Context: an optimization exercise on an open-source flow, tuned for small area, a short achievable clock period and few clock cycles. The choices shown serve that exercise and are no tape-out recipe.
Function not checked in this run: the RTL went through the layout flow alone.
Power and IR drop assume default switching activity.

File: design/flow/standard.sh
#!/bin/bash
# synth_recipe.tcl (not shown) runs the flow's synth.tcl, then flattens the netlist and writes it again
# the make line also repeats each setting of config.mk as NAME=value (left out here)
make -C /OpenROAD-flow-scripts/flow DESIGN_CONFIG=/design/flow/config.mk WORK_HOME=/design/flow/orfs CLKGATE_MAP_FILE= SYNTH_SCRIPT=/design/flow/synth_recipe.tcl "${@:-finish}"
File: design/flow/flow/run.sh
#!/bin/bash
# Standard layout with two changes to how it is made (the clock period and
# constraints stay the design's): timing repair aims for extra setup slack,
# and the port buffers are plain buffers (buf_2) rather than the resizer's
# default pick.
set -euo pipefail
MARGIN=${MARGIN:-8}
bash standard.sh SETUP_SLACK_MARGIN=$MARGIN "BUFFER_PORTS_ARGS=-buffer_cell sky130_fd_sc_hd__buf_2" finish > standard_flow.log 2>&1
File: design/flow/constraint.sdc
create_clock -name core_clock -period 12.0 [get_ports {Clock_50}]
set_input_delay 2.4000 -clock core_clock [delete_from_list [all_inputs] [get_ports {Clock_50}]]
set_output_delay 2.4000 -clock core_clock [all_outputs]
set_load 0.01 [all_outputs]
File: design/flow/design.v
`timescale 1ns/100ps
`default_nettype none
module Milestone_1 (
		input logic Clock_50,
		input logic Resetn,
		input logic M1_Start,
		input logic [15:0] SRAM_read_data,
		output logic M1_Finish,
		output logic [15:0] M1_write_data,
		output logic [17:0] M1_address,
		output logic M1_we_n
);
localparam logic [17:0] U_BASE   = 18'd38400;
localparam logic [17:0] V_BASE   = 18'd57600;
localparam logic [17:0] RGB_BASE = 18'd146944;
logic        running;
logic [1:0]  fin_cnt;      
logic        fin_wait;
logic [2:0]  ph;           
logic [7:0]  kk;
logic        lin;          
logic [3:0]  li;           
logic [15:0] ypt;          
logic [17:0] wpt;          
logic ph0, ph1, ph2, ph3, ph4;
assign ph0 = (ph == 3'd0);
assign ph1 = (ph == 3'd1);
assign ph2 = (ph == 3'd2);
assign ph3 = (ph == 3'd3);
assign ph4 = (ph == 3'd4);
logic pair, wait_lead;
assign pair      = (kk >= 8'd2);
assign wait_lead = (kk == 8'd0);
logic l0, l2, l3, l4, l5, l6, l7, l8, l9, l10, l11;
assign l0  = lin & (li == 4'd0);
assign l2  = lin & (li == 4'd2);
assign l3  = lin & (li == 4'd3);
assign l4  = lin & (li == 4'd4);
assign l5  = lin & (li == 4'd5);
assign l6  = lin & (li == 4'd6);
assign l7  = lin & (li == 4'd7);
assign l8  = lin & (li == 4'd8);
assign l9  = lin & (li == 4'd9);
assign l10 = lin & (li == 4'd10);
assign l11 = lin & (li == 4'd11);
logic clamp;
assign clamp = (kk >= 8'd158);
logic is_write;
assign is_write = running & pair & (ph0 | ph1 | ph3);
logic uv_rd_slot;
assign uv_rd_slot = ph2 & (kk != 8'd0) & (kk <= 8'd155);
logic rd_u, rd_v, rd_y;
assign rd_u = l0 | l5 | (uv_rd_slot & kk[0]);
assign rd_v = l2 | l7 | ((kk == 8'd1) & ph1) | (uv_rd_slot & ~kk[0]);
assign rd_y = l9 | (ph4 & (kk != 8'd0) & (kk <= 8'd159));
logic [1:0] uv_off;
assign uv_off = (l0 | l2) ? 2'd0 : (l5 | l7) ? 2'd1 : 2'd2;
logic [17:0] uv_addr;
assign uv_addr = {3'd0, ypt[15:1]} + {2'd0, rd_v ? 8'd225 : 8'd150, 6'd0, uv_off};    
logic row_end, frame_end;
assign row_end   = (kk == 8'd161) & ph4;
assign frame_end = (kk == 8'd161) & ph3 & (ypt == 16'd38400);
always_ff @(posedge Clock_50 or negedge Resetn) begin
	if (!Resetn) begin
		running   <= 1'b0;
		fin_wait  <= 1'b0;
		fin_cnt   <= 2'd0;
		M1_Finish <= 1'b0;
		M1_we_n   <= 1'b1;
		ph        <= 3'd0;
		kk        <= 8'd0;
		lin       <= 1'b0;
		li        <= 4'd0;
		ypt       <= 16'd0;
		wpt       <= RGB_BASE;
	end else begin
		M1_we_n <= ~is_write;
		if (running) begin
			if (frame_end) begin
				running  <= 1'b0;
				fin_wait <= 1'b1;
			end
			if (row_end) begin
				ph <= 3'd0;
				kk <= 8'd0;
			end else if (wait_lead) begin
				if (l9) kk <= 8'd1;
			end else if (ph4) begin
				ph <= 3'd0;
				kk <= kk + 8'd1;
			end else begin
				ph <= ph + 3'd1;
			end
			if (frame_end) begin
				lin <= 1'b0;
			end else if ((kk == 8'd160) & ph1) begin
				lin <= 1'b1;
				li  <= 4'd0;
			end else if (lin) begin
				li <= li + 4'd1;
				if (li == 4'd11) lin <= 1'b0;
			end
			if (rd_y) ypt <= ypt + 16'd1;
			if (is_write) wpt <= wpt + 18'd1;
		end else if (fin_wait) begin
			fin_cnt <= fin_cnt + 2'd1;
			if (fin_cnt == 2'd1) begin
				M1_Finish <= 1'b1;
				fin_wait  <= 1'b0;
			end
		end else if (M1_Start & ~M1_Finish) begin
			running <= 1'b1;
			lin     <= 1'b1;
			li      <= 4'd0;
		end
	end
end
logic [2:0] ph_n;
always_comb begin
	if (~running | frame_end | row_end | ph4 | wait_lead)
		ph_n = 3'd0;
	else
		ph_n = ph + 3'd1;
end
logic sel_fv, sel_e, sel_w0, sel_w1, en_su, en_sv;
always_ff @(posedge Clock_50) begin
	sel_fv     <= (ph_n == 3'd2);
	en_su      <= (ph_n == 3'd2);
	en_sv      <= (ph_n == 3'd3);
	sel_e      <= (ph_n == 3'd3);
	sel_w0     <= (ph_n == 3'd0);
	sel_w1     <= (ph_n == 3'd1);
end
always_ff @(posedge Clock_50) begin
	if (is_write)
		M1_address <= wpt;
	else if (rd_u | rd_v)
		M1_address <= uv_addr;
	else
		M1_address <= {2'd0, ypt};
end
logic [7:0]  wu0, wu1, wu2, wu3, wu4, wu5;    
logic [7:0]  wv0, wv1, wv2, wv3, wv4, wv5;    
logic [7:0]  pend_h, pend_l;                   
logic [15:0] y_reg;
logic [8:0]  su, sv;                           
logic        nu, nv;                           
logic [7:0]  b0_reg;
wire [7:0] dh = SRAM_read_data[15:8];
wire [7:0] dl = SRAM_read_data[7:0];
logic shift_reg;    
assign shift_reg = pair & ph0;
logic sh_u, sh_v;
assign sh_u = shift_reg | l3 | l4 | l5 | l6 | l8 | l9;
assign sh_v = shift_reg | l5 | l6 | l7 | l8 | l10 | l11;
logic [7:0] u_in, v_in;
always_comb begin
	if (l3 | l8)
		u_in = dh;
	else if (l6 | l9)
		u_in = pend_h;
	else if (clamp | l4 | l5)
		u_in = wu5;
	else if (~kk[0])
		u_in = dh;
	else
		u_in = pend_h;
	if (l5 | l10)
		v_in = dh;
	else if (l8 | l11)
		v_in = pend_l;
	else if (clamp | l6 | l7)
		v_in = wv5;
	else if (~kk[0])
		v_in = pend_h;
	else
		v_in = pend_l;
end
logic ld_pend_h, ld_pend_l, pend_h_dl, pend_v2;
assign pend_v2   = (kk == 8'd1) & ph4;    
assign pend_h_dl = l3 | l8 | (shift_reg & ~kk[0]);
assign ld_pend_h = pend_h_dl | (shift_reg & kk[0]) | pend_v2;
assign ld_pend_l = l5 | l10 | (shift_reg & kk[0]) | pend_v2;
always_ff @(posedge Clock_50) begin
	if (ph2 & ~wait_lead) y_reg <= SRAM_read_data;
	if (sh_u) begin
		wu0 <= wu1; wu1 <= wu2; wu2 <= wu3; wu3 <= wu4; wu4 <= wu5; wu5 <= u_in;
	end
	if (sh_v) begin
		wv0 <= wv1; wv1 <= wv2; wv2 <= wv3; wv3 <= wv4; wv4 <= wv5; wv5 <= v_in;
	end
	if (ld_pend_h) pend_h <= pend_h_dl ? dl : dh;
	if (ld_pend_l) pend_l <= dl;
end
logic [7:0] f0, f1, f2, f3, f4, f5;
assign f0 = sel_fv ? wv0 : wu0;
assign f1 = sel_fv ? wv1 : wu1;
assign f2 = sel_fv ? wv2 : wu2;
assign f3 = sel_fv ? wv3 : wu3;
assign f4 = sel_fv ? wv4 : wu4;
assign f5 = sel_fv ? wv5 : wu5;
wire [8:0] fs1 = {1'b0, f0} + {1'b0, f5};
wire [8:0] fs2 = {1'b0, f1} + {1'b0, f4};
wire [8:0] fs3 = {1'b0, f2} + {1'b0, f3};
logic [9:0] fD13, fD12, fD32;
logic [8:0] fS3;
always_ff @(posedge Clock_50) begin
	fS3  <= fs3;
	fD13 <= {1'b0, fs1} - {1'b0, fs3};
	fD12 <= {1'b0, fs1} - {1'b0, fs2};
	fD32 <= {1'b0, fs3} - {1'b0, fs2};
end
wire [18:0] ftot;
wire ft_w1;
wire ft_w2;
wire ft_w3;
wire ft_w4;
wire ft_w5;
wire ft_w6;
wire ft_w7;
wire ft_w8;
wire ft_w9;
wire ft_w10;
wire ft_w11;
wire ft_w12;
wire ft_w13;
wire ft_w14;
wire ft_w15;
wire ft_w16;
wire ft_w17;
wire ft_w18;
wire ft_w19;
wire ft_w20;
wire ft_w21;
wire ft_w22;
wire ft_w23;
wire ft_w24;
wire ft_w25;
wire ft_w26;
wire ft_w27;
wire ft_w28;
wire ft_w29;
wire ft_w30;
wire ft_w31;
wire ft_w32;
wire ft_w33;
wire ft_w34;
wire ft_w35;
wire ft_w36;
wire ft_w37;
wire ft_w38;
wire ft_w39;
wire ft_w40;
wire ft_w41;
wire ft_w42;
wire ft_w43;
wire ft_w44;
wire ft_w45;
wire ft_w46;
wire ft_w47;
wire ft_w48;
wire ft_w49;
wire ft_w50;
wire ft_w51;
wire ft_w52;
wire ft_w53;
wire ft_w54;
wire ft_w55;
wire ft_w56;
wire ft_w57;
wire ft_w58;
wire ft_w59;
wire ft_w60;
wire ft_w61;
wire ft_w62;
wire ft_w63;
wire ft_w64;
wire ft_w65;
wire ft_w66;
assign {ft_w2, ft_w1} = fD12[5] + fD12[3];
assign {ft_w4, ft_w3} = fD13[8] + fD12[6] + fD12[4];
assign {ft_w6, ft_w5} = fD32[3] + fS3[1];
assign {ft_w8, ft_w7} = fD12[7] + fD12[5] + fD32[4];
assign {ft_w10, ft_w9} = fS3[2] + fD13[9];
assign {ft_w12, ft_w11} = fD12[6] + fD32[5] + fS3[3];
assign {ft_w14, ft_w13} = {~fD13[9]} + {~fD12[8]};
assign {ft_w16, ft_w15} = fD12[7] + fD32[6] + fS3[4];
assign {ft_w18, ft_w17} = fD12[8] + {~fD12[9]};
assign {ft_w20, ft_w19} = fD32[7] + fS3[5];
assign {ft_w22, ft_w21} = fD32[8] + fS3[6];
assign {ft_w24, ft_w23} = fD13[5] + fD12[3];
assign {ft_w26, ft_w25} = fD13[6] + fD12[4] + fD12[2];
assign {ft_w28, ft_w27} = fD32[2] + fS3[0] + ft_w1;
assign {ft_w30, ft_w29} = fD13[7] + ft_w2 + ft_w3;
assign {ft_w32, ft_w31} = ft_w4 + ft_w6 + ft_w7;
assign {ft_w34, ft_w33} = ft_w8 + ft_w10 + ft_w11;
assign {ft_w36, ft_w35} = ft_w12 + ft_w14 + ft_w15;
assign {ft_w38, ft_w37} = ft_w16 + ft_w18 + ft_w19;
assign {ft_w40, ft_w39} = fD12[8] + ft_w20 + ft_w21;
assign {ft_w42, ft_w41} = fS3[7] + ft_w22;
assign {ft_w44, ft_w43} = fD13[4] + fD12[2];
assign {ft_w46, ft_w45} = fD12[1] + fD32[0] + ft_w23;
assign {ft_w48, ft_w47} = fD32[1] + ft_w24 + ft_w25;
assign {ft_w50, ft_w49} = ft_w26 + ft_w27 + {~fD13[7]};
assign {ft_w52, ft_w51} = ft_w5 + ft_w28 + ft_w29;
assign {ft_w54, ft_w53} = ft_w9 + ft_w30 + ft_w31;
assign {ft_w56, ft_w55} = ft_w13 + ft_w32 + ft_w33;
assign {ft_w58, ft_w57} = ft_w17 + ft_w34 + ft_w35;
assign {ft_w60, ft_w59} = ft_w36 + ft_w37 + {~fD12[8]};
assign {ft_w62, ft_w61} = ft_w38 + ft_w39 + {~fD12[9]};
assign {ft_w64, ft_w63} = ft_w40 + ft_w41 + {~fD32[9]};
assign {ft_w66, ft_w65} = ft_w42 + {~fS3[8]};
wire [18:0] ft_ra = {{~fS3[8]}, {~fS3[8]}, {~fS3[8]}, ft_w64, ft_w62, ft_w60, ft_w58, ft_w56, ft_w54, ft_w52, ft_w50, ft_w48, ft_w46, ft_w44, fD12[0], fD13[3], fD13[2], fD13[1], fD13[0]};
wire [18:0] ft_rb = {1'b0, 1'b0, ft_w66, ft_w65, ft_w63, ft_w61, ft_w59, ft_w57, ft_w55, ft_w53, ft_w51, ft_w49, ft_w47, ft_w45, ft_w43, fD12[1], fD12[0], 1'b0, 1'b0};
assign ftot = ft_ra + ft_rb;
always_ff @(posedge Clock_50) begin
	if (en_su) begin
		su <= ftot[16:8];
		nu <= ftot[18];
	end
	if (en_sv) begin
		sv <= ftot[16:8];
		nv <= ftot[18];
	end
end
logic [7:0] ly;
logic [8:0] lu, lv;
logic [10:0] ly5, lu3, lv3;    
logic       lnu, lnv, hnu, hnv;
wire [7:0] ly_n = sel_e ? y_reg[15:8] : y_reg[7:0];
wire [8:0] lu_n = sel_e ? {1'b0, wu2} : su;
wire [8:0] lv_n = sel_e ? {1'b0, wv2} : sv;
always_ff @(posedge Clock_50) begin
	ly  <= ly_n;
	lu  <= lu_n;
	lv  <= lv_n;
	ly5 <= {1'b0, ly_n, 2'b00} + {3'b000, ly_n};
	lu3 <= {1'b0, lu_n, 1'b0} + {2'b00, lu_n};
	lv3 <= {1'b0, lv_n, 1'b0} + {2'b00, lv_n};
	lnu <= ~sel_e & nu;
	lnv <= ~sel_e & nv;
	hnu <= lnu;
	hnv <= lnv;
end
logic pnu, pnv;
assign pnu = hnu;
assign pnv = hnv;
wire [20:0] r_lsum;
wire rlo_w1;
wire rlo_w2;
wire rlo_w3;
wire rlo_w4;
wire rlo_w5;
wire rlo_w6;
wire rlo_w7;
wire rlo_w8;
wire rlo_w9;
wire rlo_w10;
wire rlo_w11;
wire rlo_w12;
wire rlo_w13;
wire rlo_w14;
wire rlo_w15;
wire rlo_w16;
wire rlo_w17;
wire rlo_w18;
wire rlo_w19;
wire rlo_w20;
wire rlo_w21;
wire rlo_w22;
wire rlo_w23;
wire rlo_w24;
wire rlo_w25;
wire rlo_w26;
wire rlo_w27;
wire rlo_w28;
wire rlo_w29;
wire rlo_w30;
wire rlo_w31;
wire rlo_w32;
wire rlo_w33;
wire rlo_w34;
wire rlo_w35;
wire rlo_w36;
wire rlo_w37;
wire rlo_w38;
wire rlo_w39;
wire rlo_w40;
wire rlo_w41;
wire rlo_w42;
wire rlo_w43;
wire rlo_w44;
wire rlo_w45;
wire rlo_w46;
wire rlo_w47;
wire rlo_w48;
wire rlo_w49;
wire rlo_w50;
wire rlo_w51;
wire rlo_w52;
wire rlo_w53;
wire rlo_w54;
wire rlo_w55;
wire rlo_w56;
wire rlo_w57;
wire rlo_w58;
wire rlo_w59;
wire rlo_w60;
wire rlo_w61;
wire rlo_w62;
wire rlo_w63;
wire rlo_w64;
wire rlo_w65;
wire rlo_w66;
wire rlo_w67;
wire rlo_w68;
wire rlo_w69;
wire rlo_w70;
wire rlo_w71;
wire rlo_w72;
wire rlo_w73;
wire rlo_w74;
wire rlo_w75;
wire rlo_w76;
assign {rlo_w2, rlo_w1} = lv[0] + lv[3];
assign {rlo_w4, rlo_w3} = lv[1] + lv[4] + lv3[8];
assign {rlo_w6, rlo_w5} = lv[2] + lv[5] + lv3[9];
assign {rlo_w8, rlo_w7} = ly[1] + lv[3] + lv[6];
assign {rlo_w10, rlo_w9} = ly[2] + ly5[0] + lv[4];
assign {rlo_w12, rlo_w11} = ly5[1] + lv[5] + lv[8];
assign {rlo_w14, rlo_w13} = ly[4] + ly5[2] + lv[6];
assign {rlo_w16, rlo_w15} = ly[5] + ly5[3];
assign {rlo_w18, rlo_w17} = ly[6] + ly5[4] + lv[8];
assign {rlo_w20, rlo_w19} = ly[7] + ly5[5] + lv3[1];
assign {rlo_w22, rlo_w21} = ly[1] + ly5[6] + lv3[2];
assign {rlo_w24, rlo_w23} = lv3[7] + ly[5];
assign {rlo_w26, rlo_w25} = rlo_w2 + rlo_w3 + {~ly[6]};
assign {rlo_w28, rlo_w27} = rlo_w4 + rlo_w5 + {~ly[7]};
assign {rlo_w30, rlo_w29} = lv3[10] + ly[0] + rlo_w6;
assign {rlo_w32, rlo_w31} = lv[7] + lv3[0] + rlo_w8;
assign {rlo_w34, rlo_w33} = lv3[1] + rlo_w10 + rlo_w11;
assign {rlo_w36, rlo_w35} = lv3[2] + ly[3] + rlo_w12;
assign {rlo_w38, rlo_w37} = lv[7] + lv3[3] + rlo_w14;
assign {rlo_w40, rlo_w39} = lv3[0] + lv3[4] + rlo_w16;
assign {rlo_w42, rlo_w41} = lv3[5] + rlo_w18 + rlo_w19;
assign {rlo_w44, rlo_w43} = lv3[6] + ly[0] + rlo_w20;
assign {rlo_w46, rlo_w45} = lv3[3] + {~ly[1]};
assign {rlo_w48, rlo_w47} = lv[0] + lv3[4] + {~ly[2]};
assign {rlo_w50, rlo_w49} = lv[1] + lv3[5] + {~ly[3]};
assign {rlo_w52, rlo_w51} = lv[2] + lv3[6] + ly[4];
assign {rlo_w54, rlo_w53} = rlo_w1 + rlo_w23 + {~ly[4]};
assign {rlo_w56, rlo_w55} = rlo_w24 + rlo_w25 + {~ly[5]};
assign {rlo_w58, rlo_w57} = rlo_w26 + rlo_w27 + {~ly[0]};
assign {rlo_w60, rlo_w59} = rlo_w7 + rlo_w28 + rlo_w29;
assign {rlo_w62, rlo_w61} = rlo_w9 + rlo_w30 + rlo_w31;
assign {rlo_w64, rlo_w63} = rlo_w32 + rlo_w33 + {~ly[3]};
assign {rlo_w66, rlo_w65} = rlo_w13 + rlo_w34 + rlo_w35;
assign {rlo_w68, rlo_w67} = rlo_w15 + rlo_w36 + rlo_w37;
assign {rlo_w70, rlo_w69} = rlo_w17 + rlo_w38 + rlo_w39;
assign {rlo_w72, rlo_w71} = rlo_w40 + rlo_w41 + {~ly[0]};
assign {rlo_w74, rlo_w73} = rlo_w21 + rlo_w42 + rlo_w43;
assign {rlo_w76, rlo_w75} = rlo_w22 + rlo_w44;
wire [20:0] rlo_ra = {1'b0, rlo_w76, rlo_w74, rlo_w72, rlo_w70, rlo_w68, rlo_w66, rlo_w64, rlo_w62, rlo_w60, rlo_w58, rlo_w56, rlo_w54, rlo_w52, rlo_w50, rlo_w48, rlo_w46, {~ly[0]}, lv3[2], lv3[1], lv3[0]};
wire [20:0] rlo_rb = {1'b0, 1'b0, rlo_w75, rlo_w73, rlo_w71, rlo_w69, rlo_w67, rlo_w65, rlo_w63, rlo_w61, rlo_w59, rlo_w57, rlo_w55, rlo_w53, rlo_w51, rlo_w49, rlo_w47, rlo_w45, ly[0], 1'b0, 1'b0};
assign r_lsum = rlo_ra + rlo_rb;
logic [2:0] r_cy;
always_ff @(posedge Clock_50) r_cy <= r_lsum[20:18];
logic [1:0] r_lb;
always_ff @(posedge Clock_50) r_lb <= r_lsum[17:16];
wire [8:0] r_hpre;
wire rhi_w1;
wire rhi_w2;
wire rhi_w3;
wire rhi_w4;
wire rhi_w5;
wire rhi_w6;
wire rhi_w7;
wire rhi_w8;
wire rhi_w9;
wire rhi_w10;
wire rhi_w11;
wire rhi_w12;
wire rhi_w13;
wire rhi_w14;
wire rhi_w15;
wire rhi_w16;
wire rhi_w17;
wire rhi_w18;
wire rhi_w19;
wire rhi_w20;
assign {rhi_w2, rhi_w1} = ly[2] + ly5[7];
assign {rhi_w4, rhi_w3} = ly[3] + ly5[8] + lv3[4];
assign {rhi_w6, rhi_w5} = ly[4] + ly5[9] + lv3[5];
assign {rhi_w8, rhi_w7} = ly[5] + ly5[10] + lv3[6];
assign {rhi_w10, rhi_w9} = lv3[3] + lv3[7];
assign {rhi_w12, rhi_w11} = lv3[8] + rhi_w2 + rhi_w3;
assign {rhi_w14, rhi_w13} = lv3[9] + rhi_w4 + rhi_w5;
assign {rhi_w16, rhi_w15} = lv3[10] + rhi_w6 + rhi_w7;
assign {rhi_w18, rhi_w17} = ly[6] + lv3[7] + rhi_w8;
assign {rhi_w20, rhi_w19} = ly[7] + lv3[8];
wire [8:0] rhi_ra = {1'b0, lv3[10], lv3[9], rhi_w18, rhi_w16, rhi_w14, rhi_w12, rhi_w10, rhi_w1};
wire [8:0] rhi_rb = {1'b0, 1'b0, rhi_w20, rhi_w19, rhi_w17, rhi_w15, rhi_w13, rhi_w11, rhi_w9};
assign r_hpre = rhi_ra + rhi_rb;
logic [8:0] r_hreg;
always_ff @(posedge Clock_50) r_hreg <= r_hpre;
wire [8:0] r_hsum = r_hreg + {6'd0, r_cy} + 9'd456;
wire [10:0] r_sum = {r_hsum, r_lb};
wire [20:0] g_lsum;
wire glo_w1;
wire glo_w2;
wire glo_w3;
wire glo_w4;
wire glo_w5;
wire glo_w6;
wire glo_w7;
wire glo_w8;
wire glo_w9;
wire glo_w10;
wire glo_w11;
wire glo_w12;
wire glo_w13;
wire glo_w14;
wire glo_w15;
wire glo_w16;
wire glo_w17;
wire glo_w18;
wire glo_w19;
wire glo_w20;
wire glo_w21;
wire glo_w22;
wire glo_w23;
wire glo_w24;
wire glo_w25;
wire glo_w26;
wire glo_w27;
wire glo_w28;
wire glo_w29;
wire glo_w30;
wire glo_w31;
wire glo_w32;
wire glo_w33;
wire glo_w34;
wire glo_w35;
wire glo_w36;
wire glo_w37;
wire glo_w38;
wire glo_w39;
wire glo_w40;
wire glo_w41;
wire glo_w42;
wire glo_w43;
wire glo_w44;
wire glo_w45;
wire glo_w46;
wire glo_w47;
wire glo_w48;
wire glo_w49;
wire glo_w50;
wire glo_w51;
wire glo_w52;
wire glo_w53;
wire glo_w54;
wire glo_w55;
wire glo_w56;
wire glo_w57;
wire glo_w58;
wire glo_w59;
wire glo_w60;
wire glo_w61;
wire glo_w62;
wire glo_w63;
wire glo_w64;
wire glo_w65;
wire glo_w66;
wire glo_w67;
wire glo_w68;
wire glo_w69;
wire glo_w70;
wire glo_w71;
wire glo_w72;
wire glo_w73;
wire glo_w74;
wire glo_w75;
wire glo_w76;
wire glo_w77;
wire glo_w78;
wire glo_w79;
wire glo_w80;
wire glo_w81;
wire glo_w82;
wire glo_w83;
wire glo_w84;
wire glo_w85;
wire glo_w86;
wire glo_w87;
wire glo_w88;
wire glo_w89;
wire glo_w90;
wire glo_w91;
wire glo_w92;
wire glo_w93;
wire glo_w94;
wire glo_w95;
wire glo_w96;
wire glo_w97;
wire glo_w98;
wire glo_w99;
wire glo_w100;
wire glo_w101;
wire glo_w102;
wire glo_w103;
wire glo_w104;
wire glo_w105;
wire glo_w106;
wire glo_w107;
wire glo_w108;
wire glo_w109;
wire glo_w110;
wire glo_w111;
wire glo_w112;
assign {glo_w2, glo_w1} = ly[3] + ly5[1];
assign {glo_w4, glo_w3} = ly5[2] + {~lu[3]} + {~lu3[0]};
assign {glo_w6, glo_w5} = ly5[3] + ly[4] + {~lu[4]};
assign {glo_w8, glo_w7} = ly[6] + ly5[4] + ly[5];
assign {glo_w10, glo_w9} = ly[7] + ly5[5] + {~lu[6]};
assign {glo_w12, glo_w11} = ly5[6] + ly[0] + {~lu[7]};
assign {glo_w14, glo_w13} = ly[4] + {~lu3[3]};
assign {glo_w16, glo_w15} = ly[5] + {~lu3[4]} + {~lv[2]};
assign {glo_w18, glo_w17} = ly[6] + lu3[5] + lv[3];
assign {glo_w20, glo_w19} = {~ly[7]} + {~lu3[6]};
assign {glo_w22, glo_w21} = ly[1] + ly[0] + {~lu[0]};
assign {glo_w24, glo_w23} = ly5[0] + {~lu[1]} + {~lu3[8]};
assign {glo_w26, glo_w25} = ly[2] + glo_w1 + {~lu[2]};
assign {glo_w28, glo_w27} = {~lu3[9]} + {~lv[0]};
assign {glo_w30, glo_w29} = glo_w2 + glo_w3 + {~lu3[10]};
assign {glo_w32, glo_w31} = lv[1] + lv[8] + ly[4];
assign {glo_w34, glo_w33} = glo_w4 + glo_w5 + {~lu3[1]};
assign {glo_w36, glo_w35} = lv[2] + lv3[0] + ly[5];
assign {glo_w38, glo_w37} = glo_w6 + glo_w7 + {~lu[5]};
assign {glo_w40, glo_w39} = lu3[2] + lv[3] + lv3[1];
assign {glo_w42, glo_w41} = glo_w8 + glo_w9 + {~lu3[3]};
assign {glo_w44, glo_w43} = lv[4] + lv3[2] + ly[0];
assign {glo_w46, glo_w45} = glo_w10 + glo_w11 + {~lu3[4]};
assign {glo_w48, glo_w47} = lv[5] + lv3[3] + ly[1];
assign {glo_w50, glo_w49} = ly[1] + {~lu3[0]};
assign {glo_w52, glo_w51} = ly[2] + lu3[1] + lv[4];
assign {glo_w54, glo_w53} = ly[3] + {~lu3[2]} + {~lv[0]};
assign {glo_w56, glo_w55} = glo_w13 + {~lv[1]} + {~lv[6]};
assign {glo_w58, glo_w57} = glo_w14 + glo_w15 + {~lv[7]};
assign {glo_w60, glo_w59} = glo_w16 + {~lv[8]} + {~ly[5]};
assign {glo_w62, glo_w61} = glo_w19 + {~lv[4]} + {~ly[0]};
assign {glo_w64, glo_w63} = glo_w20 + glo_w21 + {~lu3[7]};
assign {glo_w66, glo_w65} = glo_w22 + glo_w23 + {~lv[6]};
assign {glo_w68, glo_w67} = glo_w24 + glo_w25 + glo_w27;
assign {glo_w70, glo_w69} = glo_w26 + glo_w28 + glo_w29;
assign {glo_w72, glo_w71} = glo_w30 + glo_w33 + {~glo_w32};
assign {glo_w74, glo_w73} = glo_w34 + glo_w37 + {~glo_w36};
assign {glo_w76, glo_w75} = glo_w38 + glo_w41 + {~glo_w40};
assign {glo_w78, glo_w77} = glo_w42 + glo_w45 + {~glo_w44};
assign {glo_w80, glo_w79} = ly[1] + glo_w12 + glo_w46;
assign {glo_w82, glo_w81} = glo_w49 + {~lv[3]};
assign {glo_w84, glo_w83} = glo_w50 + {~ly[1]} + {~glo_w51};
assign {glo_w86, glo_w85} = glo_w53 + {~lv[5]} + {~glo_w52};
assign {glo_w88, glo_w87} = glo_w54 + glo_w55 + {~ly[3]};
assign {glo_w90, glo_w89} = glo_w56 + glo_w57 + {~ly[4]};
assign {glo_w92, glo_w91} = glo_w58 + glo_w59 + {~glo_w17};
assign {glo_w94, glo_w93} = glo_w60 + glo_w61 + {~glo_w18};
assign {glo_w96, glo_w95} = glo_w62 + glo_w63 + {~lv[5]};
assign {glo_w98, glo_w97} = glo_w64 + glo_w65 + {~ly[2]};
assign {glo_w100, glo_w99} = glo_w66 + glo_w67 + {~lv[7]};
assign {glo_w102, glo_w101} = glo_w68 + glo_w69 + {~glo_w31};
assign {glo_w104, glo_w103} = glo_w70 + glo_w71 + {~glo_w35};
assign {glo_w106, glo_w105} = glo_w72 + glo_w73 + {~glo_w39};
assign {glo_w108, glo_w107} = glo_w74 + glo_w75 + {~glo_w43};
assign {glo_w110, glo_w109} = glo_w76 + glo_w77 + {~glo_w47};
assign {glo_w112, glo_w111} = glo_w78 + glo_w79 + {~glo_w48};
wire [20:0] glo_ra = {1'b0, glo_w80, glo_w110, glo_w108, glo_w106, glo_w104, glo_w102, glo_w100, glo_w98, glo_w96, glo_w94, glo_w92, glo_w90, glo_w88, glo_w86, glo_w84, glo_w82, {~ly[0]}, ly[0], {~lv[1]}, lv[0]};
wire [20:0] glo_rb = {1'b0, glo_w112, glo_w111, glo_w109, glo_w107, glo_w105, glo_w103, glo_w101, glo_w99, glo_w97, glo_w95, glo_w93, glo_w91, glo_w89, glo_w87, glo_w85, glo_w83, glo_w81, {~lv[2]}, {~lv[0]}, 1'b0};
assign g_lsum = glo_ra + glo_rb;
logic [2:0] g_cy;
always_ff @(posedge Clock_50) g_cy <= g_lsum[20:18];
logic [1:0] g_lb;
always_ff @(posedge Clock_50) g_lb <= g_lsum[17:16];
wire [8:0] g_hpre;
wire ghi_w1;
wire ghi_w2;
wire ghi_w3;
wire ghi_w4;
wire ghi_w5;
wire ghi_w6;
wire ghi_w7;
wire ghi_w8;
wire ghi_w9;
wire ghi_w10;
wire ghi_w11;
wire ghi_w12;
wire ghi_w13;
wire ghi_w14;
wire ghi_w15;
wire ghi_w16;
wire ghi_w17;
wire ghi_w18;
wire ghi_w19;
wire ghi_w20;
wire ghi_w21;
wire ghi_w22;
wire ghi_w23;
wire ghi_w24;
wire ghi_w25;
wire ghi_w26;
wire ghi_w27;
wire ghi_w28;
wire ghi_w29;
wire ghi_w30;
wire ghi_w31;
wire ghi_w32;
wire ghi_w33;
wire ghi_w34;
assign {ghi_w2, ghi_w1} = ly[2] + ly5[7] + {~lu[8]};
assign {ghi_w4, ghi_w3} = ly[3] + ly5[8] + {~lu3[6]};
assign {ghi_w6, ghi_w5} = ly[4] + ly5[9] + {~lu3[7]};
assign {ghi_w8, ghi_w7} = ly[5] + ly5[10];
assign {ghi_w10, ghi_w9} = ghi_w1 + {~lu3[5]};
assign {ghi_w12, ghi_w11} = ghi_w2 + ghi_w3 + {~lv[7]};
assign {ghi_w14, ghi_w13} = ghi_w4 + ghi_w5 + {~lv[8]};
assign {ghi_w16, ghi_w15} = ghi_w6 + ghi_w7 + {~lu3[8]};
assign {ghi_w18, ghi_w17} = ly[6] + ghi_w8 + {~lu3[9]};
assign {ghi_w20, ghi_w19} = ly[7] + {~lu3[10]};
assign {ghi_w22, ghi_w21} = ghi_w9 + {~lv[6]};
assign {ghi_w24, ghi_w23} = ghi_w10 + ghi_w11 + {~lv3[5]};
assign {ghi_w26, ghi_w25} = ghi_w12 + ghi_w13 + {~lv3[6]};
assign {ghi_w28, ghi_w27} = ghi_w14 + ghi_w15 + {~lv3[7]};
assign {ghi_w30, ghi_w29} = ghi_w16 + ghi_w17 + {~lv3[8]};
assign {ghi_w32, ghi_w31} = ghi_w18 + ghi_w19 + {~lv3[9]};
assign {ghi_w34, ghi_w33} = ghi_w20 + {~lv3[10]};
wire [8:0] ghi_ra = {1'b0, ghi_w34, ghi_w32, ghi_w30, ghi_w28, ghi_w26, ghi_w24, ghi_w22, {~lv3[4]}};
wire [8:0] ghi_rb = {1'b0, 1'b0, ghi_w33, ghi_w31, ghi_w29, ghi_w27, ghi_w25, ghi_w23, ghi_w21};
assign g_hpre = ghi_ra + ghi_rb;
logic [8:0] g_hreg;
always_ff @(posedge Clock_50) g_hreg <= g_hpre;
wire [8:0] g_hsum = g_hreg + {6'd0, g_cy} + 9'd343;
wire [10:0] g_sum = {g_hsum, g_lb};
wire [20:0] b_lsum;
wire blo_w1;
wire blo_w2;
wire blo_w3;
wire blo_w4;
wire blo_w5;
wire blo_w6;
wire blo_w7;
wire blo_w8;
wire blo_w9;
wire blo_w10;
wire blo_w11;
wire blo_w12;
wire blo_w13;
wire blo_w14;
wire blo_w15;
wire blo_w16;
wire blo_w17;
wire blo_w18;
wire blo_w19;
wire blo_w20;
wire blo_w21;
wire blo_w22;
wire blo_w23;
wire blo_w24;
wire blo_w25;
wire blo_w26;
wire blo_w27;
wire blo_w28;
wire blo_w29;
wire blo_w30;
wire blo_w31;
wire blo_w32;
wire blo_w33;
wire blo_w34;
wire blo_w35;
wire blo_w36;
wire blo_w37;
wire blo_w38;
wire blo_w39;
wire blo_w40;
wire blo_w41;
wire blo_w42;
wire blo_w43;
wire blo_w44;
wire blo_w45;
wire blo_w46;
wire blo_w47;
wire blo_w48;
wire blo_w49;
wire blo_w50;
wire blo_w51;
wire blo_w52;
wire blo_w53;
wire blo_w54;
wire blo_w55;
wire blo_w56;
wire blo_w57;
wire blo_w58;
wire blo_w59;
wire blo_w60;
wire blo_w61;
wire blo_w62;
wire blo_w63;
wire blo_w64;
wire blo_w65;
wire blo_w66;
wire blo_w67;
wire blo_w68;
wire blo_w69;
wire blo_w70;
wire blo_w71;
wire blo_w72;
wire blo_w73;
wire blo_w74;
wire blo_w75;
wire blo_w76;
wire blo_w77;
wire blo_w78;
wire blo_w79;
wire blo_w80;
wire blo_w81;
wire blo_w82;
wire blo_w83;
wire blo_w84;
wire blo_w85;
wire blo_w86;
wire blo_w87;
wire blo_w88;
wire blo_w89;
wire blo_w90;
wire blo_w91;
wire blo_w92;
assign {blo_w2, blo_w1} = lu[0] + lu3[4];
assign {blo_w4, blo_w3} = lu[1] + lu3[5] + lu3[8];
assign {blo_w6, blo_w5} = lu[2] + lu3[6] + lu3[9];
assign {blo_w8, blo_w7} = lu[0] + lu[3] + lu3[7];
assign {blo_w10, blo_w9} = lu3[10] + ly[0];
assign {blo_w12, blo_w11} = ly5[0] + lu[1] + lu[4];
assign {blo_w14, blo_w13} = lu3[8] + ly[1] + {~ly[2]};
assign {blo_w16, blo_w15} = ly[3] + ly5[1] + lu[2];
assign {blo_w18, blo_w17} = lu[5] + lu3[9] + ly[2];
assign {blo_w20, blo_w19} = ly[4] + ly5[2] + lu[3];
assign {blo_w22, blo_w21} = lu[6] + lu3[10];
assign {blo_w24, blo_w23} = ly[5] + ly5[3] + lu[4];
assign {blo_w26, blo_w25} = ly[6] + ly5[4];
assign {blo_w28, blo_w27} = ly[7] + ly5[5];
assign {blo_w30, blo_w29} = ly5[6] + lu[0] + lu[7];
assign {blo_w32, blo_w31} = lu3[0] + lu3[3];
assign {blo_w34, blo_w33} = lu3[1] + lu3[4];
assign {blo_w36, blo_w35} = lu3[2] + lu3[5];
assign {blo_w38, blo_w37} = lu3[3] + lu3[6];
assign {blo_w40, blo_w39} = lu3[7] + ly[5] + blo_w1;
assign {blo_w42, blo_w41} = blo_w2 + blo_w3 + {~ly[6]};
assign {blo_w44, blo_w43} = blo_w4 + blo_w5 + {~ly[7]};
assign {blo_w46, blo_w45} = blo_w6 + blo_w7 + blo_w9;
assign {blo_w48, blo_w47} = blo_w8 + blo_w10 + blo_w11;
assign {blo_w50, blo_w49} = blo_w12 + blo_w14 + blo_w15;
assign {blo_w52, blo_w51} = blo_w16 + blo_w18 + blo_w19;
assign {blo_w54, blo_w53} = lu[7] + blo_w20 + blo_w22;
assign {blo_w56, blo_w55} = lu[5] + lu[8] + blo_w24;
assign {blo_w58, blo_w57} = lu[6] + blo_w26 + blo_w27;
assign {blo_w60, blo_w59} = ly[0] + blo_w28 + blo_w29;
assign {blo_w62, blo_w61} = blo_w31 + {~ly[1]};
assign {blo_w64, blo_w63} = blo_w32 + blo_w33 + {~ly[2]};
assign {blo_w66, blo_w65} = blo_w34 + blo_w35 + {~ly[3]};
assign {blo_w68, blo_w67} = ly[4] + blo_w36 + blo_w37;
assign {blo_w70, blo_w69} = blo_w38 + blo_w39 + {~ly[4]};
assign {blo_w72, blo_w71} = blo_w40 + blo_w41 + {~ly[5]};
assign {blo_w74, blo_w73} = blo_w42 + blo_w43 + {~ly[0]};
assign {blo_w76, blo_w75} = blo_w44 + blo_w45 + {~ly[1]};
assign {blo_w78, blo_w77} = blo_w13 + blo_w46 + blo_w47;
assign {blo_w80, blo_w79} = blo_w17 + blo_w48 + blo_w49;
assign {blo_w82, blo_w81} = blo_w21 + blo_w50 + blo_w51;
assign {blo_w84, blo_w83} = blo_w23 + blo_w52 + blo_w53;
assign {blo_w86, blo_w85} = blo_w25 + blo_w54 + blo_w55;
assign {blo_w88, blo_w87} = blo_w56 + blo_w57 + {~ly[0]};
assign {blo_w90, blo_w89} = blo_w58 + blo_w59 + {~ly[1]};
assign {blo_w92, blo_w91} = ly[1] + blo_w30 + blo_w60;
wire [20:0] blo_ra = {1'b0, blo_w92, blo_w90, blo_w88, blo_w86, blo_w84, blo_w82, blo_w80, blo_w78, blo_w76, blo_w74, blo_w72, blo_w70, blo_w68, blo_w66, blo_w64, blo_w62, {~ly[0]}, lu3[2], lu3[1], lu3[0]};
wire [20:0] blo_rb = {1'b0, 1'b0, blo_w91, blo_w89, blo_w87, blo_w85, blo_w83, blo_w81, blo_w79, blo_w77, blo_w75, blo_w73, blo_w71, blo_w69, blo_w67, blo_w65, blo_w63, blo_w61, ly[0], 1'b0, 1'b0};
assign b_lsum = blo_ra + blo_rb;
logic [2:0] b_cy;
always_ff @(posedge Clock_50) b_cy <= b_lsum[20:18];
logic [1:0] b_lb;
always_ff @(posedge Clock_50) b_lb <= b_lsum[17:16];
wire [8:0] b_hpre;
wire bhi_w1;
wire bhi_w2;
wire bhi_w3;
wire bhi_w4;
wire bhi_w5;
wire bhi_w6;
wire bhi_w7;
wire bhi_w8;
wire bhi_w9;
wire bhi_w10;
wire bhi_w11;
wire bhi_w12;
wire bhi_w13;
wire bhi_w14;
wire bhi_w15;
wire bhi_w16;
wire bhi_w17;
wire bhi_w18;
wire bhi_w19;
wire bhi_w20;
assign {bhi_w2, bhi_w1} = ly[2] + ly5[7];
assign {bhi_w4, bhi_w3} = ly[3] + ly5[8];
assign {bhi_w6, bhi_w5} = ly[4] + ly5[9];
assign {bhi_w8, bhi_w7} = ly[5] + ly5[10];
assign {bhi_w10, bhi_w9} = lu[1] + lu[8];
assign {bhi_w12, bhi_w11} = lu[2] + bhi_w2 + bhi_w3;
assign {bhi_w14, bhi_w13} = lu[3] + bhi_w4 + bhi_w5;
assign {bhi_w16, bhi_w15} = lu[4] + bhi_w6 + bhi_w7;
assign {bhi_w18, bhi_w17} = ly[6] + lu[5] + bhi_w8;
assign {bhi_w20, bhi_w19} = ly[7] + lu[6];
wire [8:0] bhi_ra = {1'b0, lu[8], lu[7], bhi_w18, bhi_w16, bhi_w14, bhi_w12, bhi_w10, bhi_w1};
wire [8:0] bhi_rb = {1'b0, 1'b0, bhi_w20, bhi_w19, bhi_w17, bhi_w15, bhi_w13, bhi_w11, bhi_w9};
assign b_hpre = bhi_ra + bhi_rb;
logic [8:0] b_hreg;
always_ff @(posedge Clock_50) b_hreg <= b_hpre;
wire [8:0] b_hsum = b_hreg + {6'd0, b_cy} + 9'd442;
wire [10:0] b_sum = {b_hsum, b_lb};
function automatic [7:0] clip(input logic [10:0] s, input logic neg);
	if (neg | s[10])
		clip = 8'd0;
	else if (|s[9:8])
		clip = 8'd255;
	else
		clip = s[7:0];
endfunction
logic [7:0] r_px, g_px, b_px;
assign r_px = clip(r_sum, pnv);
assign g_px = clip(g_sum, pnu | pnv);
assign b_px = clip(b_sum, pnu);
always_ff @(posedge Clock_50) begin
	b0_reg <= b_px;
	if (sel_w0)
		M1_write_data <= {r_px, g_px};
	else if (sel_w1)
		M1_write_data <= {b0_reg, r_px};
	else
		M1_write_data <= {g_px, b_px};
end
endmodule
File: design/flow/config.mk
export PLATFORM = sky130hd
export DESIGN_NAME = Milestone_1
export DESIGN_NICKNAME = Milestone_1
export VERILOG_FILES = /design/flow/design.v
export SDC_FILE = /design/flow/constraint.sdc
export NUM_CORES = 4
export LEC_CHECK = 0
export CAP_MARGIN = 20
export CORE_MARGIN = 2
export CORE_UTILIZATION = 40
export PLACE_DENSITY = 0.6
export SLEW_MARGIN = 20
==> results.ini <==
[global_routing]
antenna_found_initial=1
grt_max_degree=59
grt_usage_pct=18.3
grt_pass1_vias=16700
grt_pass1_wl_um=90100
grt_overflow=0

[synthesis]
ys_async_sr_fraction_pct=14.4
ys_types=71
ys.flop_type=dfxtp_1
yosys_warnings=1
syn_nets=2726
ys_seq_area_share_pct=38.8
ys_ff_latch=388
syn_avg_cell_area_sq_um=10.8
synth_edf_count=148
netlist_area_sq_um=24600
synth_cells=2274

[layout]
reg_top3=M1_address x18, wpt x18
drive_above_1_share_pct=13.5
fin_cells=3204
areaGrowthSynthToFinish_pct=13.3
nNetsFinal=2838
diodes=0

[worst_setup_path]
worstSetupEndpointType=flop
slowest_delay_ps=530
cp.arrival_ps=4490
cp_slowest_cell=fa_1
critical_path.max_fanout=3
required_ps=12460
startpoint_type=flop
critPathMostFrequentCell=fa_1
crit_chain=fa_1, inv_1, fa_1, inv_1, fa_1, fa_1, inv_2, ha_4, o21a_1, o211ai_1, a31o_2, o311ai_4, o31a_1, a21oi_2, xnor2_1
criticalPathCategory=flop to flop

[place]
dp_hpwl_um=44200
port_buffers=54
place.gp.congestion=0.874
dp.cells=3085

[cts]
numCtsBuffers=45
cts_tree=built
clkTransAtPathRegs_ps=60
cts_root_buf=clkbuf_16
h-tree-depth=2
clockBufferDepth=3
clkSinkCount=388
cts_hold_repair.buffers=0
clkLatencyLatePin_ps=600

[sta]
hold_viol=0
finalCritPeriodShare_pct=33.5
worst_pin_slew_ps=884
finClkSkew_ps=24.4
slew_viol_final=0
timing.setup.tns_ps=0
timing.fmax_mhz=249
slew-limit-headroom_pct=40.6
timing.final.crit_period_ps=4020
setup_viol=0
rsz0062_at_grt=true

[floorplanning]
core_area_sq_um=60600
fp-row-count=90
die_area_sq_um=63500
die_h_um=252
dieWidth_um=252
initial_utilization_pct=40.6
io_pins=55

[routing]
drtIter0Drc=720
drtAntennaViolNets=0
vias=15900
drc=0
wl_per_cell_um=17.7
totalWireLength_um=56600
dr.pass1.iters=5
viasPerCell=4.97

[pwr]
p_leak_nw=12.7
peakVddDrop_mv=0.111
power_density_nw_per_um2=122

[job]
drv_cap=0

[min_path]
hold_class=flop to flop

[status]
outcome=timing/DRC/antenna clean

-- cells by family after synthesis --
| logic type | Yosys count | synth area share [%] |
|---|---|---|
| buf+inv | 452 | 6.95 |
| fa+ha+maj | 433 | 27.4 |
| flops | 388 | 38.8 |
| compound gates | 365 | 9.44 |
| simple gates | 389 | 7.66 |
| xor+xnor | 143 | 5.09 |
| mux | 104 | 4.65 |
-- placed cells by master (no fill, tap or decap), drive strengths merged, types with 10 or more instances in the layout --
| master | synthesis | layout |
|---|---|---|
| inv | 418 | 418 |
| ha | 256 | 256 |
| dfxtp | 184 | 184 |
| fa | 177 | 177 |
| edfxtp | 148 | 148 |
| nor2 | 113 | 113 |
| nand2 | 108 | 108 |
| xnor2 | 107 | 107 |
| a21oi | 102 | 102 |
| buf | 10 | 98 |
| o21ai | 88 | 88 |
| mux2 | 82 | 82 |
| clkbuf | 24 | 67 |
| dfrtp | 49 | 49 |
| a21o | 48 | 48 |
| nand3 | 40 | 40 |
| xor2 | 36 | 36 |
| nor2b | 33 | 33 |
| o21bai | 28 | 28 |
| mux2i | 22 | 22 |
| nand2b | 21 | 21 |
| o21a | 19 | 19 |
| and3 | 17 | 17 |
| nor3 | 13 | 13 |
| nand4 | 12 | 12 |
| o211ai | 10 | 10 |
| and2 | 10 | 10 |
| a21boi | 10 | 10 |
-- routing by layer --
layer  global-route usage, %  wire [um]  up-vias
met2                    30.2      26700      236
met4                    5.43       1410        0
met1                    24.7      26300     7860
li1                        -          -     7761
met3                    2.84       2200       81
met5                       0          0        -
-- final cells by class --
class	count	area, sq um
fill	5587	32700
multi-input combinational	1434	13500
sequential	388	9590
inverter	418	1580
clock buffer	66	1300
tap	782	978
timing repair buffer	99	669
clock inverter	17	239
-- synth_stat cells (all sizes together), types with 12 or more instances --
| library cell | number | area (sq um) |
|---|---|---|
| clkbuf | 24 | 90.1 |
| o21a | 19 | 143 |
| xor2 | 36 | 315 |
| nand2b | 21 | 139 |
| nand2 | 108 | 405 |
| o21bai | 28 | 210 |
| xnor2 | 107 | 937 |
| nor2b | 33 | 206 |
| dfrtp | 49 | 1230 |
| mux2i | 22 | 220 |
| and3 | 17 | 106 |
| inv | 418 | 1570 |
| nor2 | 113 | 424 |
| ha | 256 | 3200 |
| edfxtp | 148 | 4440 |
| nand4 | 12 | 75.1 |
| nor3 | 13 | 65.1 |
| dfxtp | 184 | 3680 |
| nand3 | 40 | 213 |
| mux2 | 82 | 923 |
| a21oi | 102 | 518 |
| fa | 177 | 3540 |
| a21o | 48 | 360 |
| o21ai | 88 | 440 |
-- power breakdown --
part / switching [W] / internal [W]
Sequential: 0.0000146 / 0.00138
Clock: 0.000571 / 0.000830
Combinational: 0.000323 / 0.000288
Total: 0.000909 / 0.00250
-- critical path: cells and delay by family (launching register included) --
kind                       cells  cell delay, ps
AOI/OAI and AO/OA              6            1110
xor gates and xnor gates       1              90
adders and majority gates      5            2190
buffers and inverters          3             150
DFF                            1             350
-- final timing paths --
check                               startpoint                  end  slack, ps  depth (start not counted)
worst max-delay path            lu3[0]$_DFF_P_      g_cy[1]$_DFF_P_       7980                         15
worst min-delay path               lnv$_DFF_P_          hnv$_DFF_P_        340                          0
worst max register to register  lu3[0]$_DFF_P_      g_cy[1]$_DFF_P_       7980                         15
worst min register to register     lnv$_DFF_P_          hnv$_DFF_P_        340                          0
max in group asynchronous               Resetn  ypt[12]$_DFFE_PN0P_       9540                          2
min in group asynchronous               Resetn   wpt[8]$_DFFE_PN0P_       1950                          2
-- through the flow --
stage                     cell area (sq um)  hold slack [ps]  util (%)  worst slack (ps)  power, W
after CTS                             27600              339      45.5              7920   0.00342
final                                 27900              336      46.0              7980   0.00341
after floorplan                       24600              310         -              8010   0.00184
after global placement                25800              323      42.6              7540   0.00196
after global routing                  27900              344      46.0              7820   0.00359
after detailed placement              25800              325      42.6              7490   0.00198
-- timing repair --
action                                  4_1_cts  5_1_grt
resized for setup                            42       29
buffers inserted                             16       19
endpoints found under the setup margin       36       30
gates cloned                                  0        1
hold endpoints to repair                      0        0
pin swaps                                    13       21

==> static timing again, ports no longer ideal <==
The flow's constraints put no driver on any port. The routed layout listed below was extracted and timed again, unchanged, in two steps.
Step 1, drivers: a clkbuf_16 drives Clock_50 and a buf_2 each remaining input, both assumed.
Step 2 moves the port delays by t, midway between the first and last clock arrival at a register: inputs arrive t later, outputs are due t later. That takes back most of the time a late clock gives input paths.
Three values: ideal, step 1, step 2; two values: the first two.
t (ns): 0.641
setup WS [ns]: 7.976 / 7.976 / 7.976
worst setup path at the end: register to register
slew at the worst register clock pin (ns): 0.06 / 0.06
After both steps this run still meets setup and hold. For this run, drivers alone change the setup slack by 0.000 ns; drivers and shift together by 0.000 ns.
